Background: an optimization exercise with open tools, aiming at small area. Do not read the settings as production practice.
The RTL was checked by simulation tests, not by an equivalence proof against the original design.
No run shown here takes its clock network from TritonCTS; it comes from the design's own scripts or RTL.
The flow treats the clock pin as an ideal source. Dropping or thinning the clock tree relies on that and would not hold on a real chip.
No activity file was given, so power comes from the tool's default toggle rates.

--- flow/flow/run.sh ---
#!/bin/bash
# Standard layout with three changes: synthesis maps with an area-oriented
# ABC script (without the half-adder extraction), the port buffers are
# buf_1, and the clock tree is one buffer driving all registers.
set -euo pipefail
W=$(pwd)
export FLOW_ABC_SCRIPT=$W/flow/area.abc
export FLOW_CLKBUF=${FLOW_CLKBUF:-sky130_fd_sc_hd__clkbuf_16}
export FLOW_CLK_K=${FLOW_CLK_K:-3}
bash standard.sh \
  SYNTH_SCRIPT=$W/flow/synth_area.tcl ADDER_MAP_FILE= \
  "BUFFER_PORTS_ARGS=-buffer_cell sky130_fd_sc_hd__buf_1" \
  PRE_CTS_TCL=$W/flow/cts_single.tcl \
  finish > $W/flow.log 2>&1
--- flow/constraint.sdc ---
create_clock -name core_clock -period 10.0 [get_ports {mclk}]
set_input_delay 2.0000 -clock core_clock [delete_from_list [all_inputs] [get_ports {mclk}]]
set_output_delay 2.0000 -clock core_clock [all_outputs]
set_load 0.01 [all_outputs]
--- flow/standard.sh ---
#!/bin/bash
# synth_recipe.tcl (not shown) runs the flow's synth.tcl, then flattens the netlist and writes it again
# the make line also repeats each setting of config.mk as NAME=value (left out here)
make -C /OpenROAD-flow-scripts/flow DESIGN_CONFIG=/design/flow/config.mk WORK_HOME=/design/flow/orfs CLKGATE_MAP_FILE= SYNTH_SCRIPT=/design/flow/synth_recipe.tcl "${@:-finish}"
--- flow/flow/synth_area.tcl ---
# synth_recipe.tcl with one change: ABC maps for area with flow/area.abc.
proc synth {args} { yosys synth -nofsm -noshare {*}$args }
proc abc {args} {
  set i [lsearch -exact $args -script]
  if { $i >= 0 } { lset args [expr {$i + 1}] $::env(FLOW_ABC_SCRIPT) }
  yosys abc {*}$args
}
source $::env(SCRIPTS_DIR)/synth.tcl
# left out here: clear keep_hierarchy, flatten, clean up, hide names made inside functions, write 1_2_yosys.v
--- flow/flow/area.abc ---
strash
balance
rewrite
refactor
balance
rewrite
rewrite -z
balance
refactor -z
rewrite -z
balance
dch
amap
topo
--- flow/flow/cts_single.tcl ---
rename clock_tree_synthesis orig_clock_tree_synthesis
proc clock_tree_synthesis {args} {
  set db [ord::get_db]
  set block [ord::get_db_block]
  set clk_net [$block findNet mclk]
  set master [$db findMaster $::env(FLOW_CLKBUF)]
  set k $::env(FLOW_CLK_K)
  set sinks {}
  foreach it [$clk_net getITerms] {
    set bb [[$it getInst] getBBox]
    lappend sinks [list $it [expr {([$bb xMin] + [$bb xMax]) / 2.0}] \
                       [expr {([$bb yMin] + [$bb yMax]) / 2.0}]]
  }
  set n [llength $sinks]
  # initial centres: sinks spread along x
  set sorted [lsort -real -index 1 $sinks]
  set cx {}; set cy {}
  for {set j 0} {$j < $k} {incr j} {
    set s [lindex $sorted [expr {int(($j + 0.5) * $n / $k)}]]
    lappend cx [lindex $s 1]; lappend cy [lindex $s 2]
  }
  for {set iter 0} {$iter < 50} {incr iter} {
    set assign {}
    foreach s $sinks {
      set best 0; set bd 1e30
      for {set j 0} {$j < $k} {incr j} {
        set d [expr {abs([lindex $s 1] - [lindex $cx $j]) + abs([lindex $s 2] - [lindex $cy $j])}]
        if {$d < $bd} { set bd $d; set best $j }
      }
      lappend assign $best
    }
    set nx {}; set ny {}
    for {set j 0} {$j < $k} {incr j} {
      set sx 0; set sy 0; set c 0
      foreach s $sinks a $assign {
        if {$a == $j} { set sx [expr {$sx + [lindex $s 1]}]; set sy [expr {$sy + [lindex $s 2]}]; incr c }
      }
      if {$c > 0} { lappend nx [expr {$sx / $c}]; lappend ny [expr {$sy / $c}] } else { lappend nx [lindex $cx $j]; lappend ny [lindex $cy $j] }
    }
    set cx $nx; set cy $ny
  }
  for {set j 0} {$j < $k} {incr j} {
    set inst [odb::dbInst_create $block $master clkbuf_leaf_$j]
    set leaf [odb::dbNet_create $block clknet_leaf_$j]
    $leaf setSigType CLOCK
    set c 0
    foreach s $sinks a $assign {
      if {$a == $j} {
        set it [lindex $s 0]
        $it disconnect
        $it connect $leaf
        incr c
      }
    }
    [$inst findITerm A] connect $clk_net
    [$inst findITerm X] connect $leaf
    $inst setLocation [expr {int([lindex $cx $j])}] [expr {int([lindex $cy $j])}]
    $inst setPlacementStatus PLACED
    puts "cts: clkbuf_leaf_$j ($::env(FLOW_CLKBUF)) drives $c registers"
  }
}
--- flow/design.v ---
module Barrel_Shift_Gen
   (input  wire [2:0] amt,
    input  wire [7:0] num,
    output wire [7:0] shifted
    );
   wire [7:0] s1 = amt[0] ? {num[0],   num[7:1]} : num;
   wire [7:0] s2 = amt[1] ? {s1[1:0],  s1[7:2]}  : s1;
   assign shifted = amt[2] ? {s2[3:0], s2[7:4]}  : s2;
endmodule
module counter
   (input            clk,
    input            reset,
    output reg [1:0] sel
    );
   reg [17:0] lo;
   wire       z  = ~|lo[16:0];
   wire       fb = lo[17] ^ lo[10] ^ z;
   wire       wrap = lo[17] & z;    
   always @(posedge clk, posedge reset)
     if (reset) begin
        lo  <= 18'b0;
        sel <= 2'b0;
     end else begin
        lo     <= {lo[16:0], fb};
        sel[0] <= sel[0] ^ wrap;
        sel[1] <= sel[1] ^ (sel[0] & wrap);
     end
endmodule
module debounce
   (
    input  wire clk, reset,
    input  wire sw,
    output wire db_tick
   );
   reg        L, W;
   reg [13:0] p;
   wire d    = sw ^ L;           
   wire term = &p;
   wire fire = W & d & term;
   always @(posedge clk, posedge reset)
     if (reset) begin
        L <= 1'b0;
        W <= 1'b0;
     end else begin
        L <= L ^ fire;
        W <= d & ~(W & term);
     end
   wire fb = p[0] ^ p[1] ^ p[11] ^ p[13];
   always @(posedge clk)
     p <= W ? {~p[12:0], fb} : 14'b0;
   assign db_tick = fire & ~L;
endmodule
module sseg_driver(
    input [3:0] num,
    output reg [0:6] sseg,
    output dp
    );
    assign dp = 1;
    always@* begin
        case(num)
        0:       sseg = 7'b0000001;
        1:       sseg = 7'b1001111;
        2:       sseg = 7'b0010010;
        3:       sseg = 7'b0000110;
        4:       sseg = 7'b1001100;
        5:       sseg = 7'b0100100;
        6:       sseg = 7'b0000010;
        7:       sseg = 7'b0001111;
        8:       sseg = 7'b0000000;
        9:       sseg = 7'b0001100;
        10:      sseg = 7'b0001000;
        11:      sseg = 7'b1100000;
        12:      sseg = 7'b0110001;
        13:      sseg = 7'b1000010;
        14:      sseg = 7'b0110000;
        default: sseg = 7'b0111000;
        endcase
    end
endmodule
module pass_through
  (input [7:0]      sw,
   input            mclk,
   input            reset,
   input [2:0]      btn,
   output [7:0]     led,
   output [0:6]     seg,
   output           dp,
   output [3:0]     an
   );
   reg  [7:0] shift_reg, result_reg;
   reg        start;
   wire       t0, t1, t2;
   wire [1:0] sel;
   wire [7:0] rotated;
   assign led = shift_reg;
   debounce btn_0_db (.clk(mclk), .reset(reset), .sw(btn[0]), .db_tick(t0));
   debounce btn_1_db (.clk(mclk), .reset(reset), .sw(btn[1]), .db_tick(t1));
   debounce btn_2_db (.clk(mclk), .reset(reset), .sw(btn[2]), .db_tick(t2));
   counter my_timer (.clk(mclk), .reset(reset), .sel(sel));
   wire [2:0] amt = t1 ? (3'd0 - sw[2:0]) : sw[2:0];
   Barrel_Shift_Gen rotator (.amt(amt), .num(result_reg), .shifted(rotated));
   wire none  = ~(t0 | t1 | t2);
   wire load  = t2 & ~t1 & ~t0;
   wire rot   = (t1 ^ t0) & ~t2;
   always @(posedge mclk, posedge reset)
     if (reset) begin
        start      <= 1'b0;
        result_reg <= 8'h00;
        shift_reg  <= 8'h00;
     end else begin
        if (load)
          result_reg <= sw;
        else if (none & start)
          result_reg <= shift_reg;
        if (rot)
          shift_reg <= rotated;
        if (load | rot)
          start <= rot;
     end
   wire [7:0] digits = sel[1] ? result_reg : sw;
   wire [3:0] value  = sel[0] ? digits[7:4] : digits[3:0];
   assign an = ~(4'b0001 << sel);
   sseg_driver my_sseg_conv (.num(value), .sseg(seg), .dp(dp));
endmodule
--- flow/config.mk ---
export PLATFORM = sky130hd
export DESIGN_NAME = pass_through
export DESIGN_NICKNAME = pass_through
export VERILOG_FILES = /design/flow/design.v
export SDC_FILE = /design/flow/constraint.sdc
export NUM_CORES = 4
export LEC_CHECK = 0
export CAP_MARGIN = 20
export CORE_MARGIN = 2
export CORE_UTILIZATION = 40
export SLEW_MARGIN = 20
==> results of run 1 <==
## layout by cell type, fill, tap and decap left out, drive strengths merged
master	count
a22oi	1
a211oi	2
nand3	3
nand2	26
or3	1
buf	32
a21oi	18
a32oi	5
o41ai	1
conb	1
o21a	1
nor2	87
o32a	8
clkbuf	3
nand4b	1
clkinv	25
nor3	4
dfrtp	43
a31oi	1
a221o	1
dfxtp	42
o22ai	18
o221ai	1
nor4	6
and3	1
o21ai	9
a221oi	2
nand4	8
o22a	9
## layer usage
layer	vias up	global-route usage, %
met3	6	1.14
met4	0	1.24
met5	-	0
met1	1133	21.0
li1	1226	-
met2	52	22.6
## layout make-up
cell class	count	area, µm²
tap	102	128
timing repair buffer	32	124
sequential	85	1920
fill	755	4210
multi-input combinational	215	1100
buffer	3	75.1
inverter	25	93.8
## power by group
part	total, mW	switching (mW)	internal, mW
clock	0.137	0.0815	0.0555
sequential	0.385	0.0185	0.367
combinational	0.0620	0.0382	0.0238
total	0.584	0.138	0.446
## final timing paths
kind / end / slack (ps)
max: seg[3] / 4320
min in group asynchronous: my_timer.lo[12] / 1910
min: my_timer.lo[17] / 380
max in group asynchronous: shift_reg[1] / 7710
max reg2reg: result_reg[0] / 6400
min reg2reg: my_timer.lo[17] / 380
## cells by family after synthesis
family          share of synthesized area (%)
buf+inv                                  3.25
simple gates                             18.2
compound gates                           17.0
other cells                             0.120
flops                                    61.4
## metrics by stage
step           setup slack, ps  cell area [µm²]  hold slack, ps
4_1_cts                   4350             3440             362
6_report                  4320             3440             379
3_3_place_gp              4490             3370             356
5_1_grt                   4080             3440             380
2_1_floorplan             4990             3120             346
3_5_place_dp              4360             3370             358
==> flow_metrics.py, run 1 <==
metrics = {
    "pwr": {
        "vdd_drop_max_v": 0.000147,
        "cellPowerDensity_mw_per_mm2": 170,
        "leakagePower_nw": 1.38,
        "power_mw": 0.584,
    },
    "detailed_routing": {
        "drt-initial-drc-count": 92,
        "route.met3.wl_um": 250,
        "ant_nets": 0,
        "highest_layer": "met4",
        "routed_wl_um": 5970,
        "post_drt_wl_per_cell_um": 12.9,
        "via_per_inst": 5.23,
        "drt-met1-wl_um": 3030,
        "wl_met2_um": 2630,
        "drtPass1Iterations": 4,
        "vias": 2417,
        "remaining_drc_errors": 0,
    },
    "setup_path": {
        "worstSetupStartpoint": "sw[0]",
        "cp_top_family": "buffers and inverters",
        "cp.depth": 8,
        "reg2reg_depth": 9,
        "cp_slowest_cell": "buf_1",
        "worst-endpoint-arrival_ps": 3680,
        "start_kind": "primary input",
        "cp.required_ps": 8000,
        "slowest_delay_ps": 390,
        "cp_max_fo": 13,
        "cp_num_buf_inv": 3,
        "r2r_start": "btn_0_db.p[11]",
        "cp-end-kind": "primary output",
        "crit_chain": "buf_1 > o22ai_1 > nor2_1 > clkinv_1 > nor2_1 > a21oi_1 > o21ai_0 > buf_1",
        "path_class": "in2out",
    },
    "floorplanning": {
        "dieWidth_um": 92.3,
        "coreArea_mm2": 0.00765,
        "rows": 32,
        "initial_core_util_pct": 40.8,
        "fp.dieArea_mm2": 0.00853,
        "num_io_pins": 33,
        "die_h_um": 92.3,
    },
    "yosys": {
        "post-synth-top-area-cell": "dfrtp_1",
        "ys_ff_latch": 85,
        "ys.flop_type": "dfrtp_1",
        "syn_inst": 326,
        "synth_seq_area_share_pct": 61.4,
        "synthTopCellsByCount": "87 x nor2_1, 43 x dfrtp_1, 42 x dfxtp_1",
        "syn_area_mm2": 0.00312,
        "async_reset_ff_share_pct": 50.6,
        "synth_most_common_cell": "nor2_1",
        "ys_top_cells_by_area": "dfrtp_1 34%, dfxtp_1 27%, nor2_1 10%, o22ai_1 3.6%, nand2_1 3.1%",
        "syn-num-nets": 339,
        "synth_edf_count": 0,
        "ys_warn_count": 4,
        "yosysUniqueCellTypes": 28,
        "synth.avg_cell_area_um2": 9.58,
        "synth_top_area_share_pct": 34.5,
    },
    "placement": {
        "portBuffers": 31,
        "gp_congestion": 0.924,
        "place_inst": 459,
        "dp_hpwl_um": 4370,
    },
    "global_route": {
        "grt_pass1_vias": 2149,
        "antenna_found_initial": 0,
        "grt_pass1_wl_um": 10000,
        "grt_max_degree": 44,
        "grt_util_all_layers_pct": 13.8,
        "overflow": 0,
    },
    "timing": {
        "timing.fmax_mhz": 176,
        "rsz0062_at_grt": "no",
        "worst_slew_pin_slew_ps": 1070,
        "min_period_ps": 5680,
        "hold_violations": 0,
        "final.period_utilization_pct": 56.8,
        "tns_ps": 0,
        "setup_violations": 0,
        "slew_headroom_pct": 27.8,
        "slew_viol_final": 0,
        "skew_ps": 12.2,
    },
    "final_layout": {
        "largest_reg_flops": 18,
        "syn_to_final_growth_pct": 10.2,
        "diodes": 0,
        "nets": 375,
        "drive_above_1_share_pct": 1.11,
        "instances_no_fill": 462,
        "largest_register": "my_timer.lo",
        "final_util_pct": 45.0,
    },
    "cts": {
        "path_clk_slew_ps": 110,
        "insertion_delay_ps": 170,
        "postCtsSetupBuffers": 0,
        "cts_resized": 0,
        "ctsHoldBuffers": 0,
    },
    "min_path": {
        "hp-class": "reg2reg",
        "hp-start": "my_timer.lo[16]",
        "holdPathStages": 0,
    },
    "run_status": {
        "status": "timing/DRC/antenna clean",
    },
    "run": {
        "maxCapViolCount": 0,
    },
}
==> run 2: changes to the inputs <==
--- a/flow/config.mk
+++ b/flow/config.mk
@@ -7,5 +7,6 @@
 export LEC_CHECK = 0
 export CAP_MARGIN = 20
 export CORE_MARGIN = 2
-export CORE_UTILIZATION = 40
+export CORE_UTILIZATION = 70
+export PLACE_DENSITY = 0.8
 export SLEW_MARGIN = 20
==> run 2 against run 1 <==
  * Die area down 41%
  * Synthesized cell count unchanged
  * Clock skew up 17 ps
  * Clock power about the same
  * Flip-flop and latch count unchanged
  * Critical endpoint is now seg[0]
  * Worst setup slack better by 28 ps
  * Cell count down 11%
  * Highest routed layer unchanged
  * Sequential power about the same
  * Sequential share of layout area up 0.95 points
==> flow_metrics.py, run 2 <==
metrics = {
    "run_status": {
        "status": "timing/DRC/antenna clean",
    },
    "timing": {
        "worst_slew_pin_slew_ps": 917,
        "slew_viol_final": 0,
        "final.period_utilization_pct": 56.6,
        "slew_headroom_pct": 38.2,
        "min_period_ps": 5660,
        "tns_ps": 0,
        "timing.fmax_mhz": 177,
        "hold_violations": 0,
        "setup_violations": 0,
        "skew_ps": 28.7,
        "rsz0062_at_grt": "no",
    },
    "final_layout": {
        "seq_area_mm2": 0.00192,
        "largest_reg_flops": 18,
        "diodes": 0,
        "fillers": 301,
        "largest_register": "my_timer.lo",
        "fin_area_mm2": 0.00338,
        "nets": 375,
        "multi_input_area_mm2": 0.00111,
        "final_cell_mix": "87 x nor2_1, 43 x dfrtp_1, 42 x dfxtp_1",
        "drive_above_1_share_pct": 1.39,
        "mostFrequentLayoutCell": "nor2_1",
        "syn_to_final_growth_pct": 8.38,
    },
    "detailed_routing": {
        "ant_nets": 0,
        "vias": 2471,
        "via_per_inst": 6.00,
        "post_drt_wl_per_cell_um": 15.3,
        "remaining_drc_errors": 0,
        "routed_wl_um": 6310,
        "drtPass1Iterations": 5,
        "drt-initial-drc-count": 177,
    },
    "yosys": {
        "syn_inst": 326,
        "syn-num-nets": 339,
        "synth_xor_area_share_pct": 0,
        "synthAdderAreaFrac_pct": 0,
        "yosysUniqueCellTypes": 28,
        "post-synth-top-area-cell": "dfrtp_1",
        "ys.flop_type": "dfrtp_1",
        "synth_mux_area_share_pct": 0,
        "ys_top_cells_by_area": "dfrtp_1 34%, dfxtp_1 27%, nor2_1 10%, o22ai_1 3.6%, nand2_1 3.1%",
        "synth_top_family_by_area": "simple AND/OR/NAND/NOR gates",
        "ys_warn_count": 4,
        "yosys.area_share.simple_pct": 18.2,
        "synth_most_common_cell": "nor2_1",
        "synth_top_area_share_pct": 34.5,
        "ys_ff_latch": 85,
        "syn_area_mm2": 0.00312,
        "synth.avg_cell_area_um2": 9.58,
        "synthTopCellsByCount": "87 x nor2_1, 43 x dfrtp_1, 42 x dfxtp_1",
        "synth_seq_area_share_pct": 61.4,
        "synth_edf_count": 0,
        "synth_compound_area_share_pct": 17.0,
        "async_reset_ff_share_pct": 50.6,
    },
    "setup_path": {
        "cp_num_buf_inv": 2,
        "reg2reg_depth": 9,
        "cp_max_fo": 13,
        "cp-end-kind": "primary output",
        "crit_chain": "buf_1 > o22ai_1 > nor2_1 > o21ai_0 > nor2_1 > nand2_1 > o41ai_1 > buf_1",
        "cp.depth": 8,
        "cp.required_ps": 8000,
        "cp_top_family": "simple AND/OR/NAND/NOR gates",
        "worst-endpoint-arrival_ps": 3660,
        "path_class": "in2out",
        "cp_slowest_cell": "nor2_1",
        "ff2ff_setup_slack_ps": 6480,
        "slowest_delay_ps": 380,
        "start_kind": "primary input",
    },
    "pwr": {
        "p_clk_share_pct": 23.0,
        "p_int_mw": 0.446,
        "p_seq_share_pct": 66.2,
        "switching_share_pct": 23.6,
        "vdd_drop_max_v": 0.000154,
        "leakagePower_nw": 1.38,
        "p_switching_mw": 0.138,
        "cellPowerDensity_mw_per_mm2": 173,
        "combPwrFrac_pct": 10.8,
    },
    "cts": {
        "cts_resized": 0,
        "path_clk_slew_ps": 110,
        "postCtsSetupBuffers": 0,
        "insertion_delay_ps": 170,
        "ctsHoldBuffers": 0,
    },
    "floorplanning": {
        "dieWidth_um": 70.8,
        "coreArea_mm2": 0.00432,
        "fp.dieArea_mm2": 0.00501,
        "initial_core_util_pct": 72.2,
        "num_io_pins": 33,
        "rows": 24,
        "die_h_um": 70.8,
    },
    "placement": {
        "dp_hpwl_um": 4740,
        "portBuffers": 31,
        "placedInstanceArea_mm2": 0.00330,
        "gp_congestion": 0.927,
    },
    "global_route": {
        "grt_pass1_wl_um": 10600,
        "grt_pass1_vias": 2330,
        "grt_util_all_layers_pct": 25.8,
        "grt_max_degree": 44,
        "overflow": 0,
        "antenna_found_initial": 0,
    },
    "min_path": {
        "hp-class": "reg2reg",
        "holdPathStages": 0,
    },
    "run": {
        "maxCapViolCount": 0,
    },
}
run 2: changes by cell type in the layout (fill, tap and decap cells not counted):
cell    previous run  this run
nor3_1             4         3
nor3_2             0         1
run 2: layout make-up:
cell class                 count  area share [%]
sequential                    85            56.7
multi-input combinational    215            32.8
timing repair buffer          32            3.66
inverter                      25            2.77
buffer                         3            2.22
tap                           52            1.92
run 2: stage by stage:
step / hold WS, ps / setup slack, ps / utilization [%] / power [mW] / instances
3_3_place_gp: 354 / 4480 / 76.4 / 0.451 / 409
3_5_place_dp: 363 / 4410 / 76.4 / 0.456 / 409
2_1_floorplan: 346 / 4990 / - / 0.434 / 326
5_1_grt: 401 / 4100 / 78.2 / 0.609 / 412
6_report: 391 / 4340 / 78.2 / 0.584 / 412
4_1_cts: 362 / 4390 / 78.1 / 0.563 / 412
run 2: path summary, 6_finish.rpt:
kind / endpoint / startpoint
max: seg[0] / sw[0]
min: my_timer.lo[16] / my_timer.lo[15]
max reg2reg: result_reg[0] / btn_0_db.p[11]
min reg2reg: my_timer.lo[16] / my_timer.lo[15]
max in group asynchronous: my_timer.sel[0] / reset
min in group asynchronous: btn_2_db.L / reset
run 2: routing by layer:
layer  wire length (µm)  vias to the layer above  GRT usage, %  share of wire [%]
li1                   -                     1231             -                  -
met1               2810                     1165          36.5                 45
met2               3110                       67          45.0                 49
met3                310                        8          2.14                4.9
met4                 82                        0          3.98                1.3
met5                  0                        -             0                  0
run 2: cells by family after synthesis:
| logic type | count (synthesis) |
|---|---|
| AOI/OAI and AO/OA | 77 |
| and+or+nand+nor | 137 |
| buffers and inverters | 26 |
| other | 1 |
| DFF | 85 |
run 2: worst reg2reg max path, stage by stage, from the launching register on:
cell and delay (ps):
dfxtp_1 390, nand4_1 140, nor4_1 520, clkinv_1 180, nor3_1 350, clkinv_1 160
a31oi_1 690, clkinv_1 450, and3_1 300, a221o_1 250
run 2: power by group through the flow:
stage / combinational (mW) / sequential, mW / clock (mW)
6_report: 0.0630 / 0.387 / 0.134
5_1_grt: 0.0717 / 0.390 / 0.147
4_1_cts: 0.0631 / 0.394 / 0.106
3_5_place_dp: 0.0626 / 0.393 / 0
3_3_place_gp: 0.0592 / 0.392 / 0
2_1_floorplan: 0.0452 / 0.389 / 0
==> run 3: changes to the inputs <==
--- a/flow/flow/run.sh
+++ b/flow/flow/run.sh
@@ -5,8 +5,9 @@
 set -euo pipefail
 W=$(pwd)
 export FLOW_ABC_SCRIPT=$W/flow/area.abc
-export FLOW_CLKBUF=${FLOW_CLKBUF:-sky130_fd_sc_hd__clkbuf_16}
-export FLOW_CLK_K=${FLOW_CLK_K:-3}
+export FLOW_CLKBUF=${FLOW_CLKBUF:-sky130_fd_sc_hd__inv_16}
+export FLOW_CLK_K=3
+export FLOW_CLK_ROOT=sky130_fd_sc_hd__inv_4
 bash standard.sh \
   SYNTH_SCRIPT=$W/flow/synth_area.tcl ADDER_MAP_FILE= \
   "BUFFER_PORTS_ARGS=-buffer_cell sky130_fd_sc_hd__buf_1" \
--- a/flow/flow/cts_single.tcl
+++ b/flow/flow/cts_single.tcl
@@ -39,6 +39,21 @@
     }
     set cx $nx; set cy $ny
   }
+  # optional root cell between the clock port and the leaves (the leaves are
+  # then inverters when the root is one, so every register still sees mclk's
+  # rising edge after an even number of inversions)
+  set drv_net $clk_net
+  if {[info exists ::env(FLOW_CLK_ROOT)] && $::env(FLOW_CLK_ROOT) ne ""} {
+    set rinst [odb::dbInst_create $block [$db findMaster $::env(FLOW_CLK_ROOT)] clkbuf_root]
+    set drv_net [odb::dbNet_create $block clknet_root]
+    $drv_net setSigType CLOCK
+    [$rinst findITerm A] connect $clk_net
+    [$rinst findITerm Y] connect $drv_net
+    set sx 0; set sy 0
+    foreach x $cx y $cy { set sx [expr {$sx + $x}]; set sy [expr {$sy + $y}] }
+    $rinst setLocation [expr {int($sx / $k)}] [expr {int($sy / $k)}]
+    $rinst setPlacementStatus PLACED
+  }
   for {set j 0} {$j < $k} {incr j} {
     set inst [odb::dbInst_create $block $master clkbuf_leaf_$j]
     set leaf [odb::dbNet_create $block clknet_leaf_$j]
@@ -52,8 +67,10 @@
         incr c
       }
     }
-    [$inst findITerm A] connect $clk_net
-    [$inst findITerm X] connect $leaf
+    [$inst findITerm A] connect $drv_net
+    set out [$inst findITerm X]
+    if {$out eq "NULL" || $out eq ""} { set out [$inst findITerm Y] }
+    $out connect $leaf
     $inst setLocation [expr {int([lindex $cx $j])}] [expr {int([lindex $cy $j])}]
     $inst setPlacementStatus PLACED
     puts "cts: clkbuf_leaf_$j ($::env(FLOW_CLKBUF)) drives $c registers"
--- a/flow/config.mk
+++ b/flow/config.mk
@@ -7,6 +7,5 @@
 export LEC_CHECK = 0
 export CAP_MARGIN = 20
 export CORE_MARGIN = 2
-export CORE_UTILIZATION = 70
-export PLACE_DENSITY = 0.8
+export CORE_UTILIZATION = 40
 export SLEW_MARGIN = 20
==> run 3 against run 2 <==
  * Hold slack got worse by 12 ps
  * Cell area increased by 1.4%
  * Critical path type unchanged
  * Synthesized area unchanged
  * Still clean on timing, DRC and antenna
  * First-iteration DRC count shrank 45%
  * Maximum frequency is 0.36% lower
==> flow_metrics.py, run 3 <==
metrics = {
    "run": {
        "maxCapViolCount": 0,
    },
    "pwr": {
        "leakagePower_nw": 1.37,
        "switching_share_pct": 29.8,
        "p_switching_mw": 0.175,
        "p_seq_share_pct": 65.7,
        "p_clk_share_pct": 23.8,
        "vdd_drop_max_v": 0.000119,
        "power_mw": 0.587,
        "cellPowerDensity_mw_per_mm2": 171,
        "combPwrFrac_pct": 10.6,
        "p_int_mw": 0.412,
    },
    "detailed_routing": {
        "vias": 2431,
        "via_per_inst": 5.25,
        "post_drt_wl_per_cell_um": 12.9,
        "drt-initial-drc-count": 98,
        "remaining_drc_errors": 0,
        "ant_nets": 0,
        "drtPass1Iterations": 4,
        "routed_wl_um": 5990,
    },
    "yosys": {
        "ys_top_cells_by_area": "dfrtp_1 34%, dfxtp_1 27%, nor2_1 10%, o22ai_1 3.6%, nand2_1 3.1%",
        "ys.flop_type": "dfrtp_1",
        "syn_inst": 326,
        "synth_most_common_cell": "nor2_1",
        "ys_ff_latch": 85,
        "async_reset_ff_share_pct": 50.6,
        "synth_top_area_share_pct": 34.5,
        "yosysUniqueCellTypes": 28,
        "synth.avg_cell_area_um2": 9.58,
        "synth_seq_area_share_pct": 61.4,
        "post-synth-top-area-cell": "dfrtp_1",
        "synth_edf_count": 0,
        "syn-num-nets": 339,
        "ys_warn_count": 4,
        "syn_area_mm2": 0.00312,
        "synthTopCellsByCount": "87 x nor2_1, 43 x dfrtp_1, 42 x dfxtp_1",
    },
    "floorplanning": {
        "initial_core_util_pct": 40.8,
        "coreArea_mm2": 0.00765,
        "num_io_pins": 33,
        "dieWidth_um": 92.3,
        "rows": 32,
        "die_h_um": 92.3,
        "fp.dieArea_mm2": 0.00853,
    },
    "timing": {
        "worst_slew_pin_slew_ps": 1070,
        "slew_viol_final": 0,
        "hold_violations": 0,
        "rsz0062_at_grt": "no",
        "final.period_utilization_pct": 56.8,
        "skew_ps": 8.54,
        "slew_headroom_pct": 28.3,
        "tns_ps": 0,
        "min_period_ps": 5680,
        "whs_ps": 379,
        "timing.fmax_mhz": 176,
        "setup_violations": 0,
    },
    "min_path": {
        "hp-class": "reg2reg",
    },
    "final_layout": {
        "drive_above_1_share_pct": 1.39,
        "seq_area_mm2": 0.00192,
        "largest_reg_flops": 18,
        "diodes": 0,
        "largest_register": "my_timer.lo",
        "multi_input_area_mm2": 0.00110,
        "final_cell_mix": "87 x nor2_1, 43 x dfrtp_1, 42 x dfxtp_1",
        "instances_no_fill": 463,
        "mostFrequentLayoutCell": "nor2_1",
        "nets": 376,
        "syn_to_final_growth_pct": 9.94,
        "fillers": 755,
    },
    "placement": {
        "place_inst": 459,
        "dp_hpwl_um": 4370,
        "gp_congestion": 0.924,
        "portBuffers": 31,
    },
    "setup_path": {
        "start_kind": "primary input",
        "crit_chain": "buf_1 > o22ai_1 > nor2_1 > clkinv_1 > nor2_1 > a21oi_1 > o21ai_0 > buf_1",
        "worst-endpoint-arrival_ps": 3680,
        "cp.required_ps": 8000,
        "slowest_delay_ps": 390,
        "cp_num_buf_inv": 3,
        "path_class": "in2out",
        "cp-end-kind": "primary output",
        "cp_top_family": "buffers and inverters",
        "cp_max_fo": 13,
        "cp_slowest_cell": "buf_1",
    },
    "global_route": {
        "grt_max_degree": 44,
        "grt_pass1_wl_um": 10000,
        "overflow": 0,
        "grt_pass1_vias": 2144,
        "antenna_found_initial": 0,
        "grt_util_all_layers_pct": 14.0,
    },
    "cts": {
        "ctsHoldBuffers": 0,
        "insertion_delay_ps": 240,
        "postCtsSetupBuffers": 0,
        "path_clk_slew_ps": 90,
        "cts_resized": 0,
    },
    "run_status": {
        "status": "timing/DRC/antenna clean",
    },
}
## run 3: cell counts after synthesis
Identical to the previous run, type by type.
## run 3: stage by stage
| stage | worst slack (ps) | area (µm²) | util [%] |
|---|---|---|---|
| 6_report | 4320 | 3430 | 44.9 |
| 2_1_floorplan | 4990 | 3120 | - |
| 3_5_place_dp | 4360 | 3370 | 44.0 |
| 4_1_cts | 4350 | 3430 | 44.9 |
| 5_1_grt | 4080 | 3430 | 44.9 |
| 3_3_place_gp | 4490 | 3370 | 44.0 |
## run 3: cell type report
class,count,share of cell area [%]
flip-flops and latches,85,55.9
inverters,29,4.67
well taps,102,3.72
repair buffers,32,3.61
multi-input cells,215,32.2
## run 3: power by group through the flow
stage	clock network, mW	logic (mW)	registers, mW
after floorplan	0	0.0452	0.389
after global placement	0	0.0604	0.392
after detailed placement	0	0.0620	0.393
after CTS	0.113	0.0622	0.393
after global routing	0.160	0.0711	0.389
final	0.139	0.0620	0.385
## run 3: routing by layer
layer / up-vias / track usage, % / part of all wire [%] / routed length (µm)
met5: - / 0 / 0 / 0
li1: 1229 / - / - / -
met2: 58 / 22.7 / 44 / 2630
met1: 1138 / 20.9 / 50 / 3020
met4: 0 / 1.62 / 1.2 / 70
met3: 6 / 1.46 / 4.5 / 268
## run 3: cell families after synthesis
family,Yosys count,synth area share (%)
flip-flops,85,61.4
buffers and inverters,26,3.25
other,1,0.120
AO/OA/AOI/OAI,77,17.0
AND/OR/NAND/NOR,137,18.2
## run 3: final timing paths
path	from	endpoint	slack (ps)	cells past startpoint
worst min-delay path	my_timer.lo[14]	my_timer.lo[15]	380	0
worst min register to register	my_timer.lo[14]	my_timer.lo[15]	380	0
min in group asynchronous	reset	my_timer.lo[12]	1850	3
worst max register to register	btn_0_db.p[11]	result_reg[0]	6400	9
worst max-delay path	sw[0]	seg[3]	4320	8
max in group asynchronous	reset	btn_2_db.W	7780	3
==> run 4: changes to the inputs <==
--- a/flow/flow/run.sh
+++ b/flow/flow/run.sh
@@ -5,7 +5,7 @@
 set -euo pipefail
 W=$(pwd)
 export FLOW_ABC_SCRIPT=$W/flow/area.abc
-export FLOW_CLKBUF=${FLOW_CLKBUF:-sky130_fd_sc_hd__inv_16}
+export FLOW_CLKBUF=${FLOW_CLKBUF:-sky130_fd_sc_hd__inv_12}
 export FLOW_CLK_K=3
 export FLOW_CLK_ROOT=sky130_fd_sc_hd__inv_4
 bash standard.sh \
==> run 4 against run 3 <==
  * Maximum frequency decreased by 0.12%
  * Largest cell class unchanged
  * Hold slack got worse by 0.58 ps
  * Die area unchanged
  * Cell area is 0.33% lower
  * Utilization fell by 0.15 points
  * Critical endpoint unchanged
  * Power decreased by 2.0%
  * Clock power is 8% lower
  * First-iteration DRC count shrank 8.2%
  * Wire length rose by 0.15%
  * Worst setup slack worse by 6.9 ps
  * Critical path depth unchanged
==> flow_metrics.py, run 4 <==
metrics = {
    "run_status": {
        "status": "timing/DRC/antenna clean",
    },
    "min_path": {
        "min_to": "my_timer.lo[17]",
        "hp-start": "my_timer.lo[16]",
        "holdPathStages": 0,
        "hp-class": "reg2reg",
    },
    "timing": {
        "setup_violations": 0,
        "final.setup.worst_slack_ps": 4320,
        "timing.fmax_mhz": 176,
        "worst_slew_pin_slew_ps": 1090,
        "hold_violations": 0,
        "slew_viol_final": 0,
        "final.period_utilization_pct": 56.8,
        "rsz0062_at_grt": "no",
        "slew_headroom_pct": 26.5,
        "tns_ps": 0,
        "skew_ps": 9.52,
        "min_period_ps": 5680,
    },
    "setup_path": {
        "rr_endpoint": "result_reg[0]",
        "start_kind": "primary input",
        "cp-end-kind": "primary output",
        "ff2ff_setup_slack_ps": 6390,
        "cp.required_ps": 8000,
        "reg2reg_depth": 9,
        "path_class": "in2out",
        "cp_max_fo": 13,
        "r2r_start": "btn_0_db.p[11]",
        "worst-endpoint-arrival_ps": 3680,
    },
    "pwr": {
        "combPwrFrac_pct": 10.8,
        "vdd_drop_max_v": 0.000107,
        "leakagePower_nw": 1.37,
        "p_seq_share_pct": 67.0,
        "p_int_mw": 0.408,
        "switching_share_pct": 29.0,
        "power_mw": 0.575,
        "p_clk_share_pct": 22.2,
        "p_switching_mw": 0.167,
        "cellPowerDensity_mw_per_mm2": 168,
    },
    "yosys": {
        "ys_ff_latch": 85,
        "post-synth-top-area-cell": "dfrtp_1",
        "syn_area_mm2": 0.00312,
        "yosysUniqueCellTypes": 28,
        "synth_top_area_share_pct": 34.5,
        "synth.avg_cell_area_um2": 9.58,
        "ys_warn_count": 4,
        "synth_seq_area_share_pct": 61.4,
        "ys.flop_type": "dfrtp_1",
        "syn-num-nets": 339,
        "synthTopCellsByCount": "87 x nor2_1, 43 x dfrtp_1, 42 x dfxtp_1",
        "synth_most_common_cell": "nor2_1",
        "async_reset_ff_share_pct": 50.6,
        "ys_top_cells_by_area": "dfrtp_1 34%, dfxtp_1 27%, nor2_1 10%, o22ai_1 3.6%, nand2_1 3.1%",
        "syn_inst": 326,
        "synth_edf_count": 0,
    },
    "global_route": {
        "met2_usage_pct": 22.9,
        "grt-busiest-layer": "met2",
        "antenna_found_initial": 0,
        "grt_pass1_wl_um": 10100,
        "grtUsageMet1_pct": 20.8,
        "overflow": 0,
        "grt_util_all_layers_pct": 14.0,
        "grt_pass1_vias": 2165,
        "grt_util_met3_pct": 1.46,
        "grt_max_degree": 44,
    },
    "final_layout": {
        "seq_area_mm2": 0.00192,
        "multi_input_area_mm2": 0.00110,
        "fillers": 756,
        "drive_above_1_share_pct": 1.39,
        "syn_to_final_growth_pct": 9.58,
        "final_cell_mix": "87 x nor2_1, 43 x dfrtp_1, 42 x dfxtp_1",
        "final_util_pct": 44.7,
        "largest_register": "my_timer.lo",
        "nets": 376,
        "mostFrequentLayoutCell": "nor2_1",
        "largest_reg_flops": 18,
        "diodes": 0,
    },
    "detailed_routing": {
        "drt-initial-drc-count": 90,
        "post_drt_wl_per_cell_um": 13.0,
        "drtPass1Iterations": 4,
        "via_per_inst": 5.24,
        "routed_wl_um": 6000,
        "ant_nets": 0,
        "vias": 2425,
        "remaining_drc_errors": 0,
    },
    "floorplanning": {
        "coreArea_mm2": 0.00765,
        "die_h_um": 92.3,
        "num_io_pins": 33,
        "fp.dieArea_mm2": 0.00853,
        "rows": 32,
        "initial_core_util_pct": 40.8,
        "dieWidth_um": 92.3,
    },
    "cts": {
        "ctsHoldBuffers": 0,
        "postCtsSetupBuffers": 0,
        "cts_resized": 0,
        "path_clk_slew_ps": 100,
        "insertion_delay_ps": 220,
    },
    "placement": {
        "dp_hpwl_um": 4370,
        "pre_cts_slack_ps": 4360,
        "portBuffers": 31,
        "gp_congestion": 0.924,
    },
    "run": {
        "maxCapViolCount": 0,
    },
}
==> run 4: changes by cell type in the layout (fill, tap and decap cells not counted) <==
cell	change
inv_16	-3
inv_12	+3
==> run 4: logic make-up (layout without fill, tap and decap cells) <==
group,count (synthesis),in the layout,synth area share [%]
AND/OR/NAND/NOR,137,137,18.2
buffers and inverters,26,61,3.25
AO/OA/AOI/OAI,77,77,17.0
other,1,1,0.120
flip-flops,85,85,61.4
==> run 4: layout make-up <==
class | instances | area share (%)
inverter | 29 | 4.35
tap | 102 | 3.73
timing repair buffer | 32 | 3.62
multi-input combinational | 215 | 32.3
sequential | 85 | 56.0
==> run 4: worst max-delay path by stage <==
stage	from	slack (ps)	end
after global routing	sw[0]	4080	seg[3]
after CTS	sw[0]	4350	seg[3]
after global placement	sw[0]	4490	seg[3]
final	sw[0]	4320	seg[3]
after floorplan	sw[6]	4990	seg[6]
after detailed placement	sw[0]	4360	seg[3]
==> run 4: power by group through the flow <==
stage	Combinational [mW]	Sequential, mW	Clock, mW
3_5_place_dp	0.0620	0.393	0
3_3_place_gp	0.0604	0.392	0
6_report	0.0622	0.385	0.128
4_1_cts	0.0622	0.393	0.101
2_1_floorplan	0.0452	0.389	0
5_1_grt	0.0711	0.389	0.148
==> run 4: metrics by stage <==
step,instance area [µm²],std cells,hold slack (ps)
CTS,3420,463,362
finish,3420,463,379
global placement,3370,459,356
floorplan,3120,326,346
detailed placement,3370,459,358
global route,3420,463,384
==> run 4: worst max-delay path, stage by stage <==
cell      delay, ps
buf_1           380
o22ai_1         160
nor2_1          370
clkinv_1        180
nor2_1          180
a21oi_1          50
o21ai_0         190
buf_1           170
==> run 4: routing by layer <==
metal  routed length [µm]  up-vias
met2                 2660       48
met4                   61        0
li1                     -     1224
met5                    0        -
met1                 3040     1147
met3                  234        6
==> run 5: changes to the inputs <==
--- a/flow/design.v
+++ b/flow/design.v
@@ -34,21 +34,19 @@
    );
    reg        L, W;
    reg [13:0] p;
-   wire d    = sw ^ L;           
-   wire term = &p;
-   wire fire = W & d & term;
+   wire last = W & (&p);         
    always @(posedge clk, posedge reset)
      if (reset) begin
         L <= 1'b0;
         W <= 1'b0;
      end else begin
-        L <= L ^ fire;
-        W <= d & ~(W & term);
+        if (last) L <= sw;
+        W <= ~last & (sw ^ L);
      end
    wire fb = p[0] ^ p[1] ^ p[11] ^ p[13];
    always @(posedge clk)
      p <= W ? {~p[12:0], fb} : 14'b0;
-   assign db_tick = fire & ~L;
+   assign db_tick = last & sw & ~L;
 endmodule
 module sseg_driver(
     input [3:0] num,
==> flow/flow/run.sh (replaced) <==
#!/bin/bash
# The standard layout (standard.sh) with four changes:
#  - synthesis (flow/synth_area.tcl) is synth_recipe.tcl with ABC mapping for
#    area (flow/area.abc) and without the half-adder extraction; registers
#    and their names are the standard synthesis's;
#  - the port buffers are buf_1;
#  - the clock tree (flow/cts_single.tcl, run as ORFS's PRE_CTS_TCL hook) is
#    one root inverter driving three inverters, each driving a third of the
#    registers, so every register is two inverters from mclk.
# Each step's full log is in orfs/logs/; make's output is in flow.log.
set -euo pipefail
W=$(pwd)
export FLOW_ABC_SCRIPT=$W/flow/area.abc
export FLOW_CLKBUF=sky130_fd_sc_hd__inv_12
export FLOW_CLK_K=3
export FLOW_CLK_ROOT=sky130_fd_sc_hd__inv_4
bash standard.sh \
  SYNTH_SCRIPT=$W/flow/synth_area.tcl ADDER_MAP_FILE= \
  "BUFFER_PORTS_ARGS=-buffer_cell sky130_fd_sc_hd__buf_1" \
  PRE_CTS_TCL=$W/flow/cts_single.tcl \
  finish > $W/flow.log 2>&1
--- a/flow/config.mk
+++ b/flow/config.mk
@@ -5,7 +5,7 @@
 export SDC_FILE = /design/flow/constraint.sdc
 export NUM_CORES = 4
 export LEC_CHECK = 0
-export CAP_MARGIN = 20
+export CAP_MARGIN = 0
 export CORE_MARGIN = 2
 export CORE_UTILIZATION = 40
-export SLEW_MARGIN = 20
+export SLEW_MARGIN = 0
==> run 5 against run 4 <==
  * Still clean
  * Synthesized area fell by 0.40%
  * First-iteration DRC count fell by 7.8%
  * Cell count fell by 0.86%
  * Wire length barely moved
  * Clock power barely moved
  * Worst setup slack got worse by 150 ps
  * Synthesized cell count fell by 1.2%
  * Register-to-register slack got worse by 110 ps
  * Combinational power fell by about 30%
  * Via count fell by 2.4%
  * Flip-flop and latch count did not move
  * Critical endpoint unchanged
  * Highest routed layer unchanged
==> flow_metrics.py, run 5 <==
metrics = {
    "run_status": {
        "status": "timing/DRC/antenna clean",
    },
    "global_route": {
        "antenna_found_initial": 0,
        "grt_pass1_wl_um": 10200,
        "overflow": 0,
        "grt_max_degree": 44,
        "grt_pass1_vias": 2200,
        "grt_util_all_layers_pct": 14.2,
    },
    "final_layout": {
        "syn_to_final_growth_pct": 9.62,
        "instances_no_fill": 459,
        "final_util_pct": 44.6,
        "diodes": 0,
        "mostFrequentLayoutCell": "nor2_1",
        "largest_register": "my_timer.lo",
        "nets": 372,
        "fin_area_mm2": 0.00341,
        "final_cell_mix": "87 x nor2_1, 43 x dfrtp_1, 42 x dfxtp_1",
        "drive_above_1_share_pct": 1.40,
        "largest_reg_flops": 18,
    },
    "floorplanning": {
        "die_h_um": 92.2,
        "coreArea_mm2": 0.00765,
        "rows": 32,
        "fp.dieArea_mm2": 0.00849,
        "initial_core_util_pct": 40.7,
        "dieWidth_um": 92.2,
        "num_io_pins": 33,
    },
    "setup_path": {
        "reg2reg_depth": 10,
        "rr_endpoint": "result_reg[0]",
        "crit_chain": "buf_1 > o22ai_1 > nor2_1 > clkinv_1 > nor2_1 > a21oi_1 > o21ai_0 > o21ai_0 > buf_1",
        "cp_top_family": "buffers and inverters",
        "ff2ff_setup_slack_ps": 6280,
        "worst-endpoint-arrival_ps": 3830,
        "cp_num_buf_inv": 3,
        "cp-end-kind": "primary output",
        "start_kind": "primary input",
        "cp.required_ps": 8000,
        "slowest_delay_ps": 390,
        "r2r_start": "btn_1_db.p[3]",
        "path_class": "in2out",
        "cp_max_fo": 13,
        "cp_slowest_cell": "buf_1",
    },
    "placement": {
        "gp_congestion": 0.826,
        "placedInstanceArea_mm2": 0.00335,
        "place_inst": 455,
        "portBuffers": 31,
        "dp_hpwl_um": 4370,
    },
    "timing": {
        "skew_ps": 34.6,
        "final.period_utilization_pct": 58.3,
        "whs_ps": 384,
        "tns_ps": 0,
        "timing.fmax_mhz": 171,
        "setup_violations": 0,
        "min_period_ps": 5830,
        "rsz0062_at_grt": "no",
        "hold_violations": 0,
        "slew_headroom_pct": 34.6,
        "slew_viol_final": 0,
        "worst_slew_pin_slew_ps": 970,
    },
    "detailed_routing": {
        "drtPass1Iterations": 6,
        "vias": 2367,
        "highest_layer": "met4",
        "drt-met1-wl_um": 2930,
        "route.met3.wl_um": 237,
        "ant_nets": 0,
        "drt-initial-drc-count": 83,
        "post_drt_wl_per_cell_um": 13.1,
        "remaining_drc_errors": 0,
        "routed_wl_um": 6000,
        "wl_met2_um": 2780,
        "via_per_inst": 5.16,
    },
    "min_path": {
        "min_to": "my_timer.lo[16]",
        "hp-start": "my_timer.lo[15]",
        "holdPathStages": 0,
        "hp-class": "reg2reg",
    },
    "yosys": {
        "ys_ff_latch": 85,
        "syn_inst": 322,
        "ys.flop_type": "dfrtp_1",
        "syn-num-nets": 335,
        "yosysUniqueCellTypes": 28,
        "synth_top_area_share_pct": 34.6,
        "synth.avg_cell_area_um2": 9.66,
        "synth_seq_area_share_pct": 61.6,
        "ys_top_cells_by_area": "dfrtp_1 35%, dfxtp_1 27%, nor2_1 11%, o22ai_1 3.6%, nand2_1 3.3%",
        "ys_warn_count": 4,
        "syn_area_mm2": 0.00311,
        "synthTopCellsByCount": "87 x nor2_1, 43 x dfrtp_1, 42 x dfxtp_1",
        "post-synth-top-area-cell": "dfrtp_1",
        "synth_edf_count": 0,
        "async_reset_ff_share_pct": 50.6,
        "synth_most_common_cell": "nor2_1",
    },
    "pwr": {
        "leakagePower_nw": 1.40,
        "p_clk_share_pct": 23.5,
        "p_seq_share_pct": 68.5,
        "combPwrFrac_pct": 8.1,
        "vdd_drop_max_v": 0.000118,
        "cellPowerDensity_mw_per_mm2": 159,
        "p_switching_mw": 0.149,
        "switching_share_pct": 27.6,
        "p_int_mw": 0.392,
    },
    "cts": {
        "ctsHoldBuffers": 0,
        "path_clk_slew_ps": 110,
        "postCtsSetupBuffers": 0,
        "cts_resized": 0,
        "insertion_delay_ps": 220,
    },
    "run": {
        "maxCapViolCount": 0,
    },
}
[run 5: through the flow]
stage / power, mW / setup WS (ps)
floorplan: 0.408 / 4950
global placement: 0.420 / 4330
detailed placement: 0.422 / 4250
CTS: 0.523 / 4250
global route: 0.570 / 3910
finish: 0.542 / 4170
[run 5: cells by family after synthesis]
family,after synthesis,synth area share [%]
AOI/OAI and AO/OA,78,17.3
buffers and inverters,21,2.66
and+or+nand+nor,137,18.2
DFF,85,61.6
other,1,0.121
[run 5: worst max-delay path by stage]
stage | from | endpoint | cells past startpoint
after global placement | sw[0] | seg[3] | 9
after detailed placement | sw[0] | seg[3] | 9
after floorplan | sw[4] | seg[3] | 6
after global routing | sw[0] | seg[3] | 9
after CTS | sw[0] | seg[3] | 9
final | sw[0] | seg[3] | 9
[run 5: layout make-up]
class | instances | area, µm²
Sequential cell | 85 | 1920
Timing Repair Buffer | 32 | 124
Fill cell | 733 | 4240
Inverter | 24 | 130
Multi-Input combinational cell | 216 | 1110
Tap cell | 102 | 128
[run 5: power groups by stage]
stage	Clock [mW]	Combinational, mW	Sequential [mW]
6_report	0.127	0.0437	0.371
5_1_grt	0.146	0.0509	0.373
4_1_cts	0.101	0.0442	0.378
3_5_place_dp	0	0.0440	0.378
3_3_place_gp	0	0.0427	0.378
2_1_floorplan	0	0.0327	0.375
[run 5: worst reg2reg max path, stage by stage (launching register included)]
cell and delay, ps:
dfxtp_1 350, nand4_1 90, nand4b_1 180, nor4_1 470, nand3_1 350, nand2_1 160, nor2_1 180, a31oi_1 740
clkinv_1 490, and3_1 320, a221o_1 250
[run 5: layer usage]
metal | track usage [%] | vias up
met5 | 0 | -
met4 | 1.49 | 0
met3 | 1.48 | 4
met2 | 23.7 | 42
met1 | 20.6 | 1101
li1 | - | 1220
==> run 6: changes to the inputs <==
--- a/flow/config.mk
+++ b/flow/config.mk
@@ -5,7 +5,7 @@
 export SDC_FILE = /design/flow/constraint.sdc
 export NUM_CORES = 4
 export LEC_CHECK = 0
-export CAP_MARGIN = 0
+export CAP_MARGIN = 20
 export CORE_MARGIN = 2
 export CORE_UTILIZATION = 40
-export SLEW_MARGIN = 0
+export SLEW_MARGIN = 20
==> run 6 against run 5 <==
  * Sequential power hardly changed
  * Sequential share of layout area is the same
  * Power did not move
  * Utilization did not move
  * First-iteration DRC count is the same
  * Wire length did not move
  * Register-to-register slack barely moved
  * Still clean on timing, DRC and antenna
  * Critical path depth is the same
==> flow_metrics.py, run 6 <==
metrics = {
    "cts": {
        "postCtsSetupBuffers": 0,
        "ctsHoldBuffers": 0,
        "path_clk_slew_ps": 110,
        "cts_resized": 0,
        "insertion_delay_ps": 220,
    },
    "timing": {
        "slew_headroom_pct": 34.6,
        "skew_ps": 34.6,
        "timing.fmax_mhz": 171,
        "final.period_utilization_pct": 58.3,
        "rsz0062_at_grt": "no",
        "setup_violations": 0,
        "min_period_ps": 5830,
        "worst_slew_pin_slew_ps": 970,
        "tns_ps": 0,
        "hold_violations": 0,
        "slew_viol_final": 0,
    },
    "detailed_routing": {
        "drtPass1Iterations": 6,
        "post_drt_wl_per_cell_um": 13.1,
        "vias": 2367,
        "drt-initial-drc-count": 83,
        "remaining_drc_errors": 0,
        "via_per_inst": 5.16,
        "ant_nets": 0,
        "routed_wl_um": 6000,
    },
    "floorplanning": {
        "dieWidth_um": 92.2,
        "num_io_pins": 33,
        "die_h_um": 92.2,
        "initial_core_util_pct": 40.7,
        "rows": 32,
        "coreArea_mm2": 0.00765,
        "fp.dieArea_mm2": 0.00849,
    },
    "yosys": {
        "synth_edf_count": 0,
        "ys_warn_count": 4,
        "ys_top_cells_by_area": "dfrtp_1 35%, dfxtp_1 27%, nor2_1 11%, o22ai_1 3.6%, nand2_1 3.3%",
        "synth_compound_area_share_pct": 17.3,
        "synth.avg_cell_area_um2": 9.66,
        "syn_area_mm2": 0.00311,
        "synth_top_area_share_pct": 34.6,
        "syn-num-nets": 335,
        "post-synth-top-area-cell": "dfrtp_1",
        "syn_inst": 322,
        "yosys.area_share.simple_pct": 18.2,
        "synth_most_common_cell": "nor2_1",
        "async_reset_ff_share_pct": 50.6,
        "yosysUniqueCellTypes": 28,
        "synth_mux_area_share_pct": 0,
        "ys_ff_latch": 85,
        "synth_seq_area_share_pct": 61.6,
        "synthAdderAreaFrac_pct": 0,
        "synthTopCellsByCount": "87 x nor2_1, 43 x dfrtp_1, 42 x dfxtp_1",
        "synth_xor_area_share_pct": 0,
        "synth_top_family_by_area": "simple AND/OR/NAND/NOR gates",
        "ys.flop_type": "dfrtp_1",
    },
    "setup_path": {
        "cp-end-kind": "primary output",
        "cp_max_fo": 13,
        "path_class": "in2out",
        "worst-endpoint-arrival_ps": 3830,
        "start_kind": "primary input",
        "cp.required_ps": 8000,
    },
    "placement": {
        "gp_congestion": 0.826,
        "dp_hpwl_um": 4370,
        "portBuffers": 31,
    },
    "global_route": {
        "grt_max_degree": 44,
        "grt_util_all_layers_pct": 14.2,
        "grt_pass1_vias": 2200,
        "grt_pass1_wl_um": 10200,
        "overflow": 0,
        "antenna_found_initial": 0,
    },
    "run_status": {
        "status": "timing/DRC/antenna clean",
    },
    "run": {
        "maxCapViolCount": 0,
    },
    "final_layout": {
        "drive_above_1_share_pct": 1.40,
        "largest_register": "my_timer.lo",
        "largest_reg_flops": 18,
        "fillers": 733,
        "nets": 372,
        "diodes": 0,
        "final_cell_mix": "87 x nor2_1, 43 x dfrtp_1, 42 x dfxtp_1",
        "mostFrequentLayoutCell": "nor2_1",
        "final_util_pct": 44.6,
        "syn_to_final_growth_pct": 9.62,
    },
    "pwr": {
        "leakagePower_nw": 1.40,
        "vdd_drop_max_v": 0.000118,
        "cellPowerDensity_mw_per_mm2": 159,
    },
    "min_path": {
        "hp-class": "reg2reg",
    },
}
==> run 6: metrics by stage <==
| step | worst slack (ps) | hold slack (ps) | cells | area (µm²) | total power [mW] |
|---|---|---|---|---|---|
| 6_report | 4170 | 384 | 459 | 3410 | 0.542 |
| 2_1_floorplan | 4950 | 346 | 322 | 3110 | 0.408 |
| 3_5_place_dp | 4250 | 358 | 455 | 3350 | 0.422 |
| 5_1_grt | 3910 | 404 | 459 | 3410 | 0.570 |
| 3_3_place_gp | 4330 | 355 | 455 | 3350 | 0.420 |
| 4_1_cts | 4250 | 358 | 459 | 3410 | 0.523 |
==> run 6: logic make-up (layout without fill, tap and decap cells) <==
family	count (synthesis)	count (layout)
flops	85	85
other cells	1	1
buf+inv	21	56
simple gates	137	137
compound gates	78	78
==> run 6: metal layers <==
layer | up-vias | global-route usage (%) | part of all wire [%]
met5 | - | 0 | 0
met4 | 0 | 1.49 | 0.75
met3 | 4 | 1.48 | 4.0
met2 | 42 | 23.7 | 46
met1 | 1101 | 20.6 | 49
li1 | 1220 | - | -
==> run 6: area by class of cell <==
type | count | area, µm² | area share (%)
Timing Repair Buffer | 32 | 124 | 3.63
Inverter | 24 | 130 | 3.82
Multi-Input combinational cell | 216 | 1110 | 32.6
Tap cell | 102 | 128 | 3.74
Sequential cell | 85 | 1920 | 56.2
==> run 6: final timing paths <==
| path | from | endpoint | slack, ps | cells past startpoint |
|---|---|---|---|---|
| hold / removal | my_timer.lo[15] | my_timer.lo[16] | 380 | 0 |
| setup reg to reg | btn_1_db.p[3] | result_reg[0] | 6280 | 10 |
| hold reg to reg | my_timer.lo[15] | my_timer.lo[16] | 380 | 0 |
| min in group asynchronous | reset | btn_1_db.W | 1850 | 3 |
| setup / recovery | sw[0] | seg[3] | 4170 | 9 |
| max in group asynchronous | reset | shift_reg[4] | 7750 | 3 |
==> run 6: critical path, stage by stage <==
cell	delay [ps]
buf_1	390
o22ai_1	160
nor2_1	350
clkinv_1	220
nor2_1	220
a21oi_1	100
o21ai_0	110
o21ai_0	130
buf_1	150
==> run 6: report_power, final <==
part | internal [mW] | switching (mW) | total, mW | leakage [nW]
Sequential | 0.359 | 0.0114 | 0.371 | 0.912
Combinational | 0.0155 | 0.0283 | 0.0437 | 0.459
Clock | 0.0174 | 0.110 | 0.127 | 0.0263
==> run 7: changes to the inputs <==
--- a/flow/flow/area.abc
+++ b/flow/flow/area.abc
@@ -1,3 +1,17 @@
+strash
+balance
+rewrite
+refactor
+balance
+rewrite
+rewrite -z
+balance
+refactor -z
+rewrite -z
+balance
+if -K 4
+mfs2
+strash
 strash
 balance
 rewrite
--- a/flow/flow/cts_single.tcl
+++ b/flow/flow/cts_single.tcl
@@ -20,14 +20,24 @@
     lappend cx [lindex $s 1]; lappend cy [lindex $s 2]
   }
   for {set iter 0} {$iter < 50} {incr iter} {
-    set assign {}
+    # balanced assignment: nearest free centre first, at most ceil(n/k)
+    # registers per group
+    set cap [expr {($n + $k - 1) / $k}]
+    set pairs {}
+    set i 0
     foreach s $sinks {
-      set best 0; set bd 1e30
       for {set j 0} {$j < $k} {incr j} {
-        set d [expr {abs([lindex $s 1] - [lindex $cx $j]) + abs([lindex $s 2] - [lindex $cy $j])}]
-        if {$d < $bd} { set bd $d; set best $j }
+        lappend pairs [list [expr {abs([lindex $s 1] - [lindex $cx $j]) + abs([lindex $s 2] - [lindex $cy $j])}] $i $j]
       }
-      lappend assign $best
+      incr i
+    }
+    set assign [lrepeat $n -1]
+    set used [lrepeat $k 0]
+    foreach pr [lsort -real -index 0 $pairs] {
+      lassign $pr d i j
+      if {[lindex $assign $i] >= 0 || [lindex $used $j] >= $cap} { continue }
+      lset assign $i $j
+      lset used $j [expr {[lindex $used $j] + 1}]
     }
     set nx {}; set ny {}
     for {set j 0} {$j < $k} {incr j} {
==> run 7 against run 6 <==
  * Clock skew shrank 26 ps
  * Hold slack lost 8.0 ps
  * Sequential share of layout area is essentially flat
  * Synthesized cell count shrank 0.93%
  * Largest cell class unchanged
  * Critical path depth shrank 1
  * Worst setup slack lost 170 ps
  * Maximum frequency shrank 2.9%
  * Combinational power grew 54%
  * Critical endpoint is now seg[4]
  * Still clean
  * Synthesized area shrank 0.40%
  * Cell area is essentially flat
  * Largest power group unchanged
  * First-iteration DRC count grew 6.0%
==> flow_metrics.py, run 7 <==
metrics = {
    "timing": {
        "slew_headroom_pct": 40.0,
        "rsz0062_at_grt": "no",
        "slew_viol_final": 0,
        "timing.fmax_mhz": 167,
        "min_period_ps": 6000,
        "skew_ps": 8.43,
        "final.setup.worst_slack_ps": 4000,
        "worst_slew_pin_slew_ps": 891,
        "whs_ps": 376,
        "hold_violations": 0,
        "final.period_utilization_pct": 60.0,
        "setup_violations": 0,
        "tns_ps": 0,
    },
    "min_path": {
        "min_to": "my_timer.lo[3]",
        "hp-start": "my_timer.lo[2]",
        "hp-class": "reg2reg",
        "holdPathStages": 0,
    },
    "final_layout": {
        "instances_no_fill": 458,
        "fin_area_mm2": 0.00341,
        "mostFrequentLayoutCell": "nor2_1",
        "diodes": 0,
        "nets": 371,
        "largest_register": "my_timer.lo",
        "syn_to_final_growth_pct": 10.1,
        "final_cell_mix": "63 x nor2_1, 43 x dfrtp_1, 42 x dfxtp_1",
        "largest_reg_flops": 18,
        "drive_above_1_share_pct": 1.97,
        "final_util_pct": 44.8,
    },
    "yosys": {
        "synth_edf_count": 0,
        "synth_most_common_cell": "nor2_1",
        "yosysUniqueCellTypes": 23,
        "post-synth-top-area-cell": "dfrtp_1",
        "ys.flop_type": "dfrtp_1",
        "syn_area_mm2": 0.00310,
        "ys_top_cells_by_area": "dfrtp_1 35%, dfxtp_1 27%, nor2_1 7.6%, o22ai_1 4.4%, o21ai_0 3.6%",
        "async_reset_ff_share_pct": 50.6,
        "ys_warn_count": 4,
        "synth.avg_cell_area_um2": 9.71,
        "syn_inst": 319,
        "synthTopCellsByCount": "63 x nor2_1, 43 x dfrtp_1, 42 x dfxtp_1",
        "syn-num-nets": 332,
        "synth_top_area_share_pct": 34.7,
        "ys_ff_latch": 85,
        "synth_seq_area_share_pct": 61.9,
    },
    "pwr": {
        "cellPowerDensity_mw_per_mm2": 173,
        "vdd_drop_max_v": 0.0000768,
        "power_mw": 0.591,
        "leakagePower_nw": 1.33,
    },
    "setup_path": {
        "r2r_start": "btn_1_db.p[11]",
        "ff2ff_setup_slack_ps": 6760,
        "start_kind": "primary input",
        "reg2reg_depth": 8,
        "path_class": "in2out",
        "cp_slowest_cell": "o221ai_1",
        "rr_endpoint": "shift_reg[2]",
        "cp-end-kind": "primary output",
        "crit_chain": "buf_1 > clkinv_1 > o221ai_1 > clkinv_1 > nor2_1 > nor2_1 > nor2_1 > buf_1",
        "worst-endpoint-arrival_ps": 4000,
        "cp.required_ps": 8000,
        "cp_max_fo": 12,
        "slowest_delay_ps": 510,
        "cpMostUsedCell": "nor2_1",
    },
    "global_route": {
        "grt_pass1_vias": 2207,
        "grt_util_all_layers_pct": 14.6,
        "overflow": 0,
        "grt_max_degree": 44,
        "antenna_found_initial": 0,
        "grt_pass1_wl_um": 10500,
    },
    "floorplanning": {
        "die_h_um": 92.0,
        "initial_core_util_pct": 40.7,
        "num_io_pins": 33,
        "coreArea_mm2": 0.00761,
        "fp.dieArea_mm2": 0.00846,
        "rows": 32,
        "dieWidth_um": 92.0,
    },
    "detailed_routing": {
        "drt-initial-drc-count": 88,
        "wl_met2_um": 2680,
        "drtPass1Iterations": 4,
        "drt-met1-wl_um": 3010,
        "remaining_drc_errors": 0,
        "vias": 2357,
        "ant_nets": 0,
        "routed_wl_um": 6040,
        "highest_layer": "met4",
        "route.met3.wl_um": 248,
        "via_per_inst": 5.15,
        "post_drt_wl_per_cell_um": 13.2,
    },
    "run_status": {
        "status": "timing/DRC/antenna clean",
    },
    "run": {
        "maxCapViolCount": 0,
    },
    "placement": {
        "gp_congestion": 0.902,
        "dp_hpwl_um": 4450,
        "pre_cts_slack_ps": 4060,
        "place_inst": 454,
        "portBuffers": 31,
        "placedInstanceArea_mm2": 0.00336,
    },
    "cts": {
        "ctsHoldBuffers": 0,
        "cts_resized": 0,
        "insertion_delay_ps": 220,
        "postCtsSetupBuffers": 0,
        "path_clk_slew_ps": 100,
    },
}
## run 7: worst max-delay path, delay by kind of cell
family,cells,cell delay [ps]
AO/OA/AOI/OAI,1,510
buffers and inverters,4,1090
AND/OR/NAND/NOR,3,400
## run 7: how the worst max path moves through the flow
stage / startpoint / to / slack (ps) / cells after the start
floorplan: sw[6] / seg[6] / 4820 / 10
global placement: sw[0] / seg[4] / 4200 / 8
detailed placement: sw[0] / seg[4] / 4060 / 8
CTS: sw[0] / seg[4] / 4050 / 8
global route: sw[0] / seg[6] / 3690 / 8
finish: sw[0] / seg[4] / 4000 / 8
## run 7: cell type report
type                            instances  area, µm²
Sequential cell                        85       1920
Inverter                               30        153
Tap cell                              102        128
Multi-Input combinational cell        207       1070
Timing Repair Buffer                   34        139
Fill cell                             768       4200
## run 7: where the power goes
group          internal, mW  switching (mW)
logic                0.0266          0.0406
registers             0.371          0.0216
clock network        0.0174           0.113
total                 0.415           0.176
## run 7: cell families after synthesis
kind of cell / count (synthesis) / synth area share [%]
flip-flops: 85 / 61.9
buffers and inverters: 27 / 3.39
other: 1 / 0.121
AO/OA/AOI/OAI: 93 / 19.0
AND/OR/NAND/NOR: 113 / 15.6
## run 7: routing by layer
layer  GRT usage, %  vias up
li1               -     1214
met1           20.9     1084
met2           24.6       51
met3           1.31        8
met4           2.36        0
met5              0        -

## separate check: timing with driven ports
The flow's constraints put no driver on any port. The routed layouts listed below were extracted and timed again, unchanged, in two steps.
Step 1, drivers: a clkbuf_16 drives mclk and a buf_2 each remaining input, both assumed.
Step 2 moves the port delays by t, midway between the first and last clock arrival at a register: inputs arrive t later, outputs are due t later. That takes back most of the time a late clock gives input paths.
a / b / c = no drivers / after step 1 / after step 2; a / b = the first two.
run | t, ns | setup slack, ns | worst data-port slew with drivers (ns)
run 1 | 0.220 | 4.315 / 4.292 / 4.292 | 0.04
run 2 | 0.218 | 4.343 / 4.311 / 4.311 | 0.04
run 3 | 0.265 | 4.323 / 4.300 / 4.300 | 0.04
run 4 | 0.244 | 4.316 / 4.293 / 4.293 | 0.04
run 5 | 0.239 | 4.167 / 4.141 / 4.141 | 0.03
run 6 | 0.239 | 4.167 / 4.141 / 4.141 | 0.03
run 7 | 0.247 | 3.995 / 3.970 / 3.970 | 0.03
After both steps setup and hold are still met in every run listed. For run 2, which loses most, drivers alone change the setup slack by -0.032 ns; drivers and shift together by -0.032 ns.
